Background: an optimization exercise with open tools, aiming at small area and a short achievable clock period. Do not read the settings as production practice.
At most, simulation tests tie the RTL to the original design; equivalence was not proved.
Power is estimated from default activity; no workload was simulated.

the baseline:
Design pre_norm, start of the top module:
module pre_norm(clk, rmode, add, opa, opb, opa_nan, opb_nan, fracta_out,
		fractb_out, exp_dn_out, sign, nan_sign, result_zero_sign,
		fasu_op);
Size in the first run: roughly 720 cells after synthesis, ~5100 µm² of cells after synthesis.
==> module pre_norm, before the edit <==
module pre_norm(clk, rmode, add, opa, opb, opa_nan, opb_nan, fracta_out,
		fractb_out, exp_dn_out, sign, nan_sign, result_zero_sign,
		fasu_op);
input		clk;
input	[1:0]	rmode;
input		add;
input	[31:0]	opa, opb;
input		opa_nan, opb_nan;
output	[26:0]	fracta_out, fractb_out;
output	[7:0]	exp_dn_out;
output		sign;
output		nan_sign, result_zero_sign;
output		fasu_op;
reg	[26:0]	fracta_out;
reg	[7:0]	exp_dn_out;
reg		sign, fasu_op, nan_sign, result_zero_sign;
reg		signa_r, signb_r, nan_sign1_r;
wire		signa = opa[31];
wire		signb = opb[31];
wire	[7:0]	expa = opa[30:23];
wire	[7:0]	expb = opb[30:23];
wire	[22:0]	fracta = opa[22:0];
wire	[22:0]	fractb = opb[22:0];
wire		expa_nz = |expa;
wire		expb_nz = |expb;
function [1:0] cmp_gt_eq;	 
	input [31:0] x, y;
	integer i, w;
	reg [31:0] g, e;
	begin
		g = x & ~y;
		e = ~(x ^ y);
		for (w = 1; w < 32; w = w * 2)
			for (i = 0; i < 32; i = i + 2 * w) begin
				g[i] = g[i + w] | (e[i + w] & g[i]);
				e[i] = e[i + w] & e[i];
			end
		cmp_gt_eq = {g[0], e[0]};
	end
endfunction
wire	[1:0]	f_cmp = cmp_gt_eq({9'b0, fractb}, {9'b0, fracta});
wire	[1:0]	e_cmp = cmp_gt_eq({24'b0, expb}, {24'b0, expa});
wire		fb_gt_fa = f_cmp[1];
wire		f_eq = f_cmp[0];
wire		b_gt_a = e_cmp[1] | (e_cmp[0] & fb_gt_fa);
wire		mag_eq = e_cmp[0] & f_eq;
wire		add_d = add ^ signa ^ signb;	 
wire	[7:0]	ea = {expa[7:1], expa[0] | ~expa_nz};
wire	[7:0]	eb = {expb[7:1], expb[0] | ~expb_nz};
wire	[8:0]	d_ab = {1'b0, ea} - {1'b0, eb};
wire	[8:0]	d_ba = {1'b0, eb} - {1'b0, ea};
wire	[7:0]	exp_diff = d_ab[8] ? d_ba[7:0] : d_ab[7:0];
wire		diff_big = |exp_diff[7:5];
wire	[23:0]	small = b_gt_a ? {expa_nz, fracta} : {expb_nz, fractb};
wire	[23:0]	large = b_gt_a ? {expb_nz, fractb} : {expa_nz, fracta};
wire	[4:0]	shamt = diff_big ? 5'd31 : exp_diff[4:0];
reg	[23:0]	small_r;
reg	[4:0]	shamt_r;
always @(posedge clk) begin
	fracta_out <= {large, 3'b0};
	small_r    <= small;
	shamt_r    <= shamt;
	exp_dn_out <= (!add_d & mag_eq) ? 8'h0 : (b_gt_a ? expb : expa);
	sign       <= b_gt_a ? (signb ^ ~add) : signa;
	fasu_op    <= add_d;
end
wire	[26:0]	small_f = {small_r, 3'b0};
wire	[26:0]	small_sft = small_f >> shamt_r;
wire	[31:0]	lowmask = ~(32'hffffffff << shamt_r);
wire		sticky = |(small_f & lowmask[26:0]);
assign fractb_out = {small_sft[26:1], small_sft[0] | sticky};
always @(posedge clk) begin
	signa_r     <= signa;
	signb_r     <= signb;
	nan_sign1_r <= f_eq ? (signa & signb) : fb_gt_fa ? signb : signa;
end
wire		add_r = fasu_op ^ signa_r ^ signb_r;
wire		rm3 = rmode == 2'd3;
always @(posedge clk) begin
	result_zero_sign <= ( add_r &  signa_r &  signb_r) |
			    (!add_r &  signa_r & !signb_r) |
			    ( add_r & (signa_r |  signb_r) & rm3) |
			    (!add_r & (signa_r == signb_r) & rm3);
	nan_sign <= (opa_nan & opb_nan) ? nan_sign1_r :
		    opb_nan ? signb_r : signa_r;
end
endmodule
clock: 9.5 ns
lec_check: 0
cap_margin: 20
core_margin: 2
core_utilization: 70
cts_buf_list: sky130_fd_sc_hd__clkbuf_8
place_density: 0.8
setup_slack_margin: 5.0
slew_margin: 20
standard.sh (not shown) runs the stock make flow with config.mk's settings and CLKGATE_MAP_FILE= SYNTH_SCRIPT=/design/flow/synth_recipe.tcl, a recipe that flattens the netlist after the stock synthesis.
==> flow/flow/run.sh <==
#!/bin/bash
# The standard layout (standard.sh), with three changes:
#  - synthesis maps the logic with flow/abc_map.script in place of ORFS's
#    abc_speed.script (same Yosys script otherwise, so the same registers);
#  - the port buffers are buf_1 cells;
#  - repair aims at the setup margin given below.
# Each tool's full output goes to ORFS's own logs under orfs/logs/, and
# make's output to standard_make.log here.
set -euo pipefail
here=$(pwd)
sed "s#log_cmd abc {\*}\$abc_args#log_cmd abc -script $here/flow/abc_map.script {*}[lrange \$abc_args 2 end]#" \
  "$FLOW_HOME/scripts/synth.tcl" > "$here/synth_own.tcl"
grep -q "flow/abc_map.script" "$here/synth_own.tcl"
sed "s#\$::env(SCRIPTS_DIR)/synth.tcl#$here/synth_own.tcl#" synth_recipe.tcl > "$here/synth_recipe_own.tcl"
grep -q "synth_own.tcl" "$here/synth_recipe_own.tcl"
bash standard.sh SYNTH_SCRIPT="$here/synth_recipe_own.tcl" \
  "BUFFER_PORTS_ARGS=-buffer_cell sky130_fd_sc_hd__buf_1" \
  SETUP_SLACK_MARGIN=${OWN_SETUP_MARGIN:-5.0} finish > standard_make.log 2>&1
==> flow/flow/abc_map.script <==
strash
dch
map
topo
stime -c
buffer -c
upsize -c
dnsize -c
For the candidate, these inputs were changed with respect to the baseline:
==> flow/design.v, changed modules only <==
module pre_norm(clk, rmode, add, opa, opb, opa_nan, opb_nan, fracta_out,
		fractb_out, exp_dn_out, sign, nan_sign, result_zero_sign,
		fasu_op);
input		clk;
input	[1:0]	rmode;
input		add;
input	[31:0]	opa, opb;
input		opa_nan, opb_nan;
output	[26:0]	fracta_out, fractb_out;
output	[7:0]	exp_dn_out;
output		sign;
output		nan_sign, result_zero_sign;
output		fasu_op;
reg	[26:0]	fracta_out;
reg	[7:0]	exp_dn_out;
reg		sign, fasu_op, nan_sign, result_zero_sign;
reg		signa_r, signb_r, nan_sign1_r;
wire		signa = opa[31];
wire		signb = opb[31];
wire	[7:0]	expa = opa[30:23];
wire	[7:0]	expb = opb[30:23];
wire	[22:0]	fracta = opa[22:0];
wire	[22:0]	fractb = opb[22:0];
wire		expa_nz = |expa;
wire		expb_nz = |expb;
function [1:0] cmp_gt_eq;	 
	input [31:0] x, y;
	integer i, w;
	reg [31:0] g, e;
	begin
		g = x & ~y;
		e = ~(x ^ y);
		for (w = 1; w < 32; w = w * 2)
			for (i = 0; i < 32; i = i + 2 * w) begin
				g[i] = g[i + w] | (e[i + w] & g[i]);
				e[i] = e[i + w] & e[i];
			end
		cmp_gt_eq = {g[0], e[0]};
	end
endfunction
wire	[1:0]	f_cmp = cmp_gt_eq({9'b0, fractb}, {9'b0, fracta});
wire	[1:0]	e_cmp = cmp_gt_eq({24'b0, expb}, {24'b0, expa});
wire		fb_gt_fa = f_cmp[1];
wire		f_eq = f_cmp[0];
wire		b_gt_a = e_cmp[1] | (e_cmp[0] & fb_gt_fa);
wire		mag_eq = e_cmp[0] & f_eq;
wire		add_d = add ^ signa ^ signb;	 
wire	[7:0]	ea = {expa[7:1], expa[0] | ~expa_nz};
wire	[7:0]	eb = {expb[7:1], expb[0] | ~expb_nz};
function [8:0] sub8;
	input [7:0] x, y;
	integer i, w;
	reg [7:0] g, p, c;
	begin
		g = ~x & y;		 
		p = ~(x ^ y);		 
		c = g;
		for (w = 1; w < 8; w = w * 2)
			for (i = 7; i >= w; i = i - 1) begin
				c[i] = c[i] | (p[i] & c[i - w]);
				p[i] = p[i] & p[i - w];
			end
		sub8 = {c[7], (x ^ y) ^ {c[6:0], 1'b0}};
	end
endfunction
wire	[8:0]	d_ab = sub8(ea, eb);
wire	[8:0]	d_ba = sub8(eb, ea);
wire	[7:0]	exp_diff = d_ab[8] ? d_ba[7:0] : d_ab[7:0];
wire		diff_big = |exp_diff[7:5];
wire	[23:0]	op_small = b_gt_a ? {expa_nz, fracta} : {expb_nz, fractb};
wire	[23:0]	op_large = b_gt_a ? {expb_nz, fractb} : {expa_nz, fracta};
wire	[4:0]	shamt = diff_big ? 5'd31 : exp_diff[4:0];
reg	[23:0]	small_r;
reg	[4:0]	shamt_r;
always @(posedge clk) begin
	fracta_out <= {op_large, 3'b0};
	small_r    <= op_small;
	shamt_r    <= shamt;
	exp_dn_out <= (!add_d & mag_eq) ? 8'h0 : (b_gt_a ? expb : expa);
	sign       <= b_gt_a ? (signb ^ ~add) : signa;
	fasu_op    <= add_d;
end
wire	[26:0]	sft0 = {small_r, 3'b0};
wire	[26:0]	sft1 = shamt_r[4] ? {16'b0, sft0[26:16]} : sft0;
wire		stk1 = shamt_r[4] & |sft0[15:0];
wire	[26:0]	sft2 = shamt_r[3] ? {8'b0, sft1[26:8]} : sft1;
wire		stk2 = stk1 | (shamt_r[3] & |sft1[7:0]);
wire	[26:0]	sft3 = shamt_r[2] ? {4'b0, sft2[26:4]} : sft2;
wire		stk3 = stk2 | (shamt_r[2] & |sft2[3:0]);
wire	[26:0]	sft4 = shamt_r[1] ? {2'b0, sft3[26:2]} : sft3;
wire		stk4 = stk3 | (shamt_r[1] & |sft3[1:0]);
wire	[26:0]	small_sft = shamt_r[0] ? {1'b0, sft4[26:1]} : sft4;
wire		sticky = stk4 | (shamt_r[0] & sft4[0]);
assign fractb_out = {small_sft[26:1], small_sft[0] | sticky};
always @(posedge clk) begin
	signa_r     <= signa;
	signb_r     <= signb;
	nan_sign1_r <= f_eq ? (signa & signb) : fb_gt_fa ? signb : signa;
end
wire		add_r = fasu_op ^ signa_r ^ signb_r;
wire		rm3 = rmode == 2'd3;
always @(posedge clk) begin
	result_zero_sign <= ( add_r &  signa_r &  signb_r) |
			    (!add_r &  signa_r & !signb_r) |
			    ( add_r & (signa_r |  signb_r) & rm3) |
			    (!add_r & (signa_r == signb_r) & rm3);
	nan_sign <= (opa_nan & opb_nan) ? nan_sign1_r :
		    opb_nan ? signb_r : signa_r;
end
endmodule
--- outcome ---
The type of the setup path with the least slack comes out flop to output pin in one run and primary input to flop in the other, namely in the candidate and the baseline respectively. When the final numbers for the candidate and the baseline were put side by side, the utilization after layout turned out to be greater in the candidate. Diff the baseline -> the candidate: cell count moved up, number of placement rows moved down, relative max-transition margin moved up, sequential power level, worst hold slack moved down. Diff the baseline..the candidate | clock skew | negligible. Against the baseline, the candidate comes in 3 lower on critical path depth.
The RTL of the baseline was laid out without a check of its function.

[port drivers added, routing unchanged]
Ports are ideal in the flow. The routed layouts listed here were re-timed in OpenROAD. Step 1 (the two cells are an assumption about what drives the block):
set clk [get_ports {clk}]
set_driving_cell -lib_cell sky130_fd_sc_hd__clkbuf_16 $clk
set_driving_cell -lib_cell sky130_fd_sc_hd__buf_2 [delete_from_list [all_inputs] $clk]
Step 2 moves the port delays by t, midway between the first and last clock arrival at a register: inputs arrive t later, outputs are due t later. That takes back most of the time a late clock gives input paths. a / b / c = ideal / step 1 / step 2; a / b = the first two.
run	t, ns	slack for setup (ns)	latest minus earliest clock arrival (ns)
the baseline	0.383	4.969 / 4.969 / 4.586	0.017 / 0.016
the candidate	0.386	5.282 / 5.253 / 4.989	0.009 / 0.009
After both steps setup and hold are still met in every run listed. The setup slack of the baseline, which loses most, moves by 0.000 ns with the drivers and by -0.383 ns with both steps.
